Background: an optimization exercise with open tools, aiming at small area, a short achievable clock period and few clock cycles per item. Do not read the settings as production practice. Only simulation tests tie the RTL to the original design; equivalence was not proved. No activity file was given, so power comes from the tool's default toggle rates.

== JK ==
==> flow/design.v <==
module divider (clk, quot, rem, fin, dvdend, dvsor, reset);
	output [31:0] quot;
	output [63:0] rem;
	output fin;
	input [63:0] dvdend;
	input [31:0] dvsor;
	input clk, reset;
	reg [31:0] r;     
	reg [31:0] q;     
	reg [4:0] cnt;    
	reg ld;           
	reg fin;
	reg [31:0] d;     
	wire [31:0] a = {r[30:0], q[31]};
	wire [31:0] p = a ^ ~d;
	wire [31:0] g0 = {a[31:1] & ~d[31:1], a[0] | ~d[0]};
	wire [31:0] p0 = p;
	wire g1_1 = g0[1] | (p0[1] & g0[0]);
	wire p1_1 = p0[1] & p0[0];
	wire g1_3 = g0[3] | (p0[3] & g0[2]);
	wire p1_3 = p0[3] & p0[2];
	wire g1_5 = g0[5] | (p0[5] & g0[4]);
	wire p1_5 = p0[5] & p0[4];
	wire g1_7 = g0[7] | (p0[7] & g0[6]);
	wire p1_7 = p0[7] & p0[6];
	wire g1_9 = g0[9] | (p0[9] & g0[8]);
	wire p1_9 = p0[9] & p0[8];
	wire g1_11 = g0[11] | (p0[11] & g0[10]);
	wire p1_11 = p0[11] & p0[10];
	wire g1_13 = g0[13] | (p0[13] & g0[12]);
	wire p1_13 = p0[13] & p0[12];
	wire g1_15 = g0[15] | (p0[15] & g0[14]);
	wire p1_15 = p0[15] & p0[14];
	wire g1_17 = g0[17] | (p0[17] & g0[16]);
	wire p1_17 = p0[17] & p0[16];
	wire g1_19 = g0[19] | (p0[19] & g0[18]);
	wire p1_19 = p0[19] & p0[18];
	wire g1_21 = g0[21] | (p0[21] & g0[20]);
	wire p1_21 = p0[21] & p0[20];
	wire g1_23 = g0[23] | (p0[23] & g0[22]);
	wire p1_23 = p0[23] & p0[22];
	wire g1_25 = g0[25] | (p0[25] & g0[24]);
	wire p1_25 = p0[25] & p0[24];
	wire g1_27 = g0[27] | (p0[27] & g0[26]);
	wire p1_27 = p0[27] & p0[26];
	wire g1_29 = g0[29] | (p0[29] & g0[28]);
	wire p1_29 = p0[29] & p0[28];
	wire g1_31 = g0[31] | (p0[31] & g0[30]);
	wire p1_31 = p0[31] & p0[30];
	wire g2_2 = g0[2] | (p0[2] & g1_1);
	wire p2_2 = p0[2] & p1_1;
	wire g2_3 = g1_3 | (p1_3 & g1_1);
	wire p2_3 = p1_3 & p1_1;
	wire g2_6 = g0[6] | (p0[6] & g1_5);
	wire p2_6 = p0[6] & p1_5;
	wire g2_7 = g1_7 | (p1_7 & g1_5);
	wire p2_7 = p1_7 & p1_5;
	wire g2_10 = g0[10] | (p0[10] & g1_9);
	wire p2_10 = p0[10] & p1_9;
	wire g2_11 = g1_11 | (p1_11 & g1_9);
	wire p2_11 = p1_11 & p1_9;
	wire g2_14 = g0[14] | (p0[14] & g1_13);
	wire p2_14 = p0[14] & p1_13;
	wire g2_15 = g1_15 | (p1_15 & g1_13);
	wire p2_15 = p1_15 & p1_13;
	wire g2_18 = g0[18] | (p0[18] & g1_17);
	wire p2_18 = p0[18] & p1_17;
	wire g2_19 = g1_19 | (p1_19 & g1_17);
	wire p2_19 = p1_19 & p1_17;
	wire g2_22 = g0[22] | (p0[22] & g1_21);
	wire p2_22 = p0[22] & p1_21;
	wire g2_23 = g1_23 | (p1_23 & g1_21);
	wire p2_23 = p1_23 & p1_21;
	wire g2_26 = g0[26] | (p0[26] & g1_25);
	wire p2_26 = p0[26] & p1_25;
	wire g2_27 = g1_27 | (p1_27 & g1_25);
	wire p2_27 = p1_27 & p1_25;
	wire g2_30 = g0[30] | (p0[30] & g1_29);
	wire p2_30 = p0[30] & p1_29;
	wire g2_31 = g1_31 | (p1_31 & g1_29);
	wire p2_31 = p1_31 & p1_29;
	wire g3_4 = g0[4] | (p0[4] & g2_3);
	wire p3_4 = p0[4] & p2_3;
	wire g3_5 = g1_5 | (p1_5 & g2_3);
	wire p3_5 = p1_5 & p2_3;
	wire g3_6 = g2_6 | (p2_6 & g2_3);
	wire p3_6 = p2_6 & p2_3;
	wire g3_7 = g2_7 | (p2_7 & g2_3);
	wire p3_7 = p2_7 & p2_3;
	wire g3_12 = g0[12] | (p0[12] & g2_11);
	wire p3_12 = p0[12] & p2_11;
	wire g3_13 = g1_13 | (p1_13 & g2_11);
	wire p3_13 = p1_13 & p2_11;
	wire g3_14 = g2_14 | (p2_14 & g2_11);
	wire p3_14 = p2_14 & p2_11;
	wire g3_15 = g2_15 | (p2_15 & g2_11);
	wire p3_15 = p2_15 & p2_11;
	wire g3_20 = g0[20] | (p0[20] & g2_19);
	wire p3_20 = p0[20] & p2_19;
	wire g3_21 = g1_21 | (p1_21 & g2_19);
	wire p3_21 = p1_21 & p2_19;
	wire g3_22 = g2_22 | (p2_22 & g2_19);
	wire p3_22 = p2_22 & p2_19;
	wire g3_23 = g2_23 | (p2_23 & g2_19);
	wire p3_23 = p2_23 & p2_19;
	wire g3_28 = g0[28] | (p0[28] & g2_27);
	wire p3_28 = p0[28] & p2_27;
	wire g3_29 = g1_29 | (p1_29 & g2_27);
	wire p3_29 = p1_29 & p2_27;
	wire g3_30 = g2_30 | (p2_30 & g2_27);
	wire p3_30 = p2_30 & p2_27;
	wire g3_31 = g2_31 | (p2_31 & g2_27);
	wire p3_31 = p2_31 & p2_27;
	wire g4_8 = g0[8] | (p0[8] & g3_7);
	wire p4_8 = p0[8] & p3_7;
	wire g4_9 = g1_9 | (p1_9 & g3_7);
	wire p4_9 = p1_9 & p3_7;
	wire g4_10 = g2_10 | (p2_10 & g3_7);
	wire p4_10 = p2_10 & p3_7;
	wire g4_11 = g2_11 | (p2_11 & g3_7);
	wire p4_11 = p2_11 & p3_7;
	wire g4_12 = g3_12 | (p3_12 & g3_7);
	wire p4_12 = p3_12 & p3_7;
	wire g4_13 = g3_13 | (p3_13 & g3_7);
	wire p4_13 = p3_13 & p3_7;
	wire g4_14 = g3_14 | (p3_14 & g3_7);
	wire p4_14 = p3_14 & p3_7;
	wire g4_15 = g3_15 | (p3_15 & g3_7);
	wire p4_15 = p3_15 & p3_7;
	wire g4_24 = g0[24] | (p0[24] & g3_23);
	wire p4_24 = p0[24] & p3_23;
	wire g4_25 = g1_25 | (p1_25 & g3_23);
	wire p4_25 = p1_25 & p3_23;
	wire g4_26 = g2_26 | (p2_26 & g3_23);
	wire p4_26 = p2_26 & p3_23;
	wire g4_27 = g2_27 | (p2_27 & g3_23);
	wire p4_27 = p2_27 & p3_23;
	wire g4_28 = g3_28 | (p3_28 & g3_23);
	wire p4_28 = p3_28 & p3_23;
	wire g4_29 = g3_29 | (p3_29 & g3_23);
	wire p4_29 = p3_29 & p3_23;
	wire g4_30 = g3_30 | (p3_30 & g3_23);
	wire p4_30 = p3_30 & p3_23;
	wire g4_31 = g3_31 | (p3_31 & g3_23);
	wire p4_31 = p3_31 & p3_23;
	wire g5_16 = g0[16] | (p0[16] & g4_15);
	wire p5_16 = p0[16] & p4_15;
	wire g5_17 = g1_17 | (p1_17 & g4_15);
	wire p5_17 = p1_17 & p4_15;
	wire g5_18 = g2_18 | (p2_18 & g4_15);
	wire p5_18 = p2_18 & p4_15;
	wire g5_19 = g2_19 | (p2_19 & g4_15);
	wire p5_19 = p2_19 & p4_15;
	wire g5_20 = g3_20 | (p3_20 & g4_15);
	wire p5_20 = p3_20 & p4_15;
	wire g5_21 = g3_21 | (p3_21 & g4_15);
	wire p5_21 = p3_21 & p4_15;
	wire g5_22 = g3_22 | (p3_22 & g4_15);
	wire p5_22 = p3_22 & p4_15;
	wire g5_23 = g3_23 | (p3_23 & g4_15);
	wire p5_23 = p3_23 & p4_15;
	wire g5_24 = g4_24 | (p4_24 & g4_15);
	wire p5_24 = p4_24 & p4_15;
	wire g5_25 = g4_25 | (p4_25 & g4_15);
	wire p5_25 = p4_25 & p4_15;
	wire g5_26 = g4_26 | (p4_26 & g4_15);
	wire p5_26 = p4_26 & p4_15;
	wire g5_27 = g4_27 | (p4_27 & g4_15);
	wire p5_27 = p4_27 & p4_15;
	wire g5_28 = g4_28 | (p4_28 & g4_15);
	wire p5_28 = p4_28 & p4_15;
	wire g5_29 = g4_29 | (p4_29 & g4_15);
	wire p5_29 = p4_29 & p4_15;
	wire g5_30 = g4_30 | (p4_30 & g4_15);
	wire p5_30 = p4_30 & p4_15;
	wire g5_31 = g4_31 | (p4_31 & g4_15);
	wire p5_31 = p4_31 & p4_15;
	wire [31:0] c = {g5_30, g5_29, g5_28, g5_27, g5_26, g5_25, g5_24, g5_23, g5_22, g5_21, g5_20, g5_19, g5_18, g5_17, g5_16, g4_15, g4_14, g4_13, g4_12, g4_11, g4_10, g4_9, g4_8, g3_7, g3_6, g3_5, g3_4, g2_3, g2_2, g1_1, g0[0], 1'b1};    
	wire [31:0] diff = p ^ c;
	wire nb = r[31] | g5_31;    
	always @(posedge clk) begin
		ld <= reset;
		d <= dvsor;
		if (reset) begin
			fin <= 1'b0;
			cnt <= 5'd0;
		end else if (!ld) begin
			cnt <= cnt + 5'd1;
			if (cnt == 5'd31)
				fin <= 1'b1;
		end
		if (ld) begin
			r <= dvdend[63:32];
			q <= dvdend[31:0];
		end else begin
			r <= nb ? diff : a;
			q <= {q[30:0], nb};
		end
	end
	assign quot = q;
	assign rem = {r, 32'h0};
endmodule
Settings: LEC_CHECK=0, ABC_AREA=1, CAP_MARGIN=20, CORE_MARGIN=2, CORE_UTILIZATION=40, SETUP_SLACK_MARGIN=4.65, SLEW_MARGIN=20; clock period 7.0 ns.
standard.sh (not shown) runs the stock make flow with config.mk's settings and CLKGATE_MAP_FILE= SYNTH_SCRIPT=/design/flow/synth_recipe.tcl, a recipe that flattens the netlist after the stock synthesis.
==> flow/flow/run.sh <==
#!/bin/bash
# Standard layout, with the port buffers made of the smallest buffer cell.
set -euo pipefail
export BUFFER_PORTS_ARGS="-buffer_cell sky130_fd_sc_hd__buf_1"
export SKIP_REPAIR_TIE_FANOUT=1
bash standard.sh > standard.log 2>&1
JK went all the way through the flow, and no timing, DRC or antenna check failed.
Testbench counts of JK, summed over its fixed seeds: cycles 108,800, items 3,200.
Modified inputs, MS compared to JK
- a change of CORE_UTILIZATION from 40 to 70
- a change of SETUP_SLACK_MARGIN from 4.65 to 4.5
- an added PLACE_DENSITY of 0.8
## What came out
- MS vs. JK: sequential power went down by about 2%.
- The hold slack number comes out lower for JK vs MS.
- The combinational power in MS sits about 7% below the value recorded for JK.
- The run with more routed wire is JK, not MS.
- Summary of MS over JK: sequential fraction of total cell area grew by 1.8 points; area share of buffers outside the clock network shrank by 1.5 points.
What AL does differently from MS at the input level:
- PLACE_DENSITY no longer set, was 0.8
- SETUP_SLACK_MARGIN now 4.3, was 4.5
- CORE_UTILIZATION now 40, was 70
==> results.txt <==
Taking MS as the reference point, the clock latency reported for the late side of the worst-skew pair of AL falls by 0.02 ns. Area growth from synthesis to layout (higher): AL. Part of the power in the clock network sits higher in AL than in MS. Against MS, AL comes in 1.1% higher on maximum number of pins on one net before global-route repair. Cell-internal power was lower in the run labelled MS. AL leaves less setup margin than MS. In AL, the area used by multi-input combinational logic came out 38 µm² below the value in MS. Against MS, AL comes in 1.64 ns higher on required time of the critical path.
--- input diff AL..TR ---
- SETUP_SLACK_MARGIN now 4.5, was 4.3
==> flow/flow/run.sh <==
#!/bin/bash
# Standard layout with three changes: the port buffers are the smallest
# buffer cell, tie cells are not duplicated per load, and ABC maps with the
# area script in flow/abc_area.script. Each tool's output goes to its own log.
set -euo pipefail
cp -r "$FLOW_HOME/scripts" scripts_local
cp flow/abc_area.script scripts_local/abc_area.script
export SCRIPTS_DIR="$PWD/scripts_local"
export BUFFER_PORTS_ARGS="-buffer_cell sky130_fd_sc_hd__buf_1"
export SKIP_REPAIR_TIE_FANOUT=1

bash standard.sh > standard.log 2>&1
==> flow/flow/abc_area.script (new file) <==
strash
dch
map -a
topo
stime -c
buffer -c
upsize -c
dnsize -c
Findings:
- For the maximum clock rate, TR came in 0.013 GHz lower than AL did.
- Compared with AL, TR shows count of different cell masters after synthesis that has gone up by more than a quarter.
- | first-pass GRT wire length | TR vs AL | about 1.2% lower |
- Re peak per-stage delay on the critical path: AL and TR aren't equal, and the higher value belongs to AL.
- The standard cells in TR occupy more silicon area than those in AL do.
- [TR] sequential portion of the cell area fell 0.65 points relative to AL
- When the final numbers for AL and TR were put side by side, the combinational share of power turned out to be greater in TR.
- The post-route non-filler standard cell count of TR is lower than that of AL.
- TR — fraction of cell area in non-clock buffers 2.7 points higher, AL as reference
- Worst setup path startpoint: d[25] -> TR, q[31] -> AL
- Diff AL..TR | CTS H-tree depth | unchanged
- Of AL and TR, the lower number of core rows belongs to TR.

-- re-timing with driven ports --
In the flow no input, the clock included, has a driving cell. The finished layouts below were timed again as built, in two steps. Step 1, drivers: a clkbuf_16 drives clk and a buf_2 each remaining input, both assumed. Step 2 moves the port delays by t, midway between the first and last clock arrival at a register: inputs arrive t later, outputs are due t later. That takes back most of the time a late clock gives input paths. Slacks: no drivers / after step 1 / after step 2; pairs: no drivers / after step 1.
run | shift t [ns] | setup WS [ns] | latest minus earliest clock arrival (ns) | slew at the worst register clock pin (ns) | cell pins on the clock port's net
JK | 0.391 | 4.634 / 4.595 / 4.769 | 0.008 / 0.008 | 0.08 / 0.08 | 1
MS | 0.394 | 4.558 / 4.525 / 4.615 | 0.015 / 0.015 | 0.11 / 0.11 | 1
AL | 0.388 | 4.526 / 4.526 / 4.526 | 0.009 / 0.010 | 0.07 / 0.07 | 1
TR | 0.395 | 4.442 / 4.442 / 4.442 | 0.009 / 0.010 | 0.07 / 0.07 | 1
After both steps every run listed still meets setup and hold.
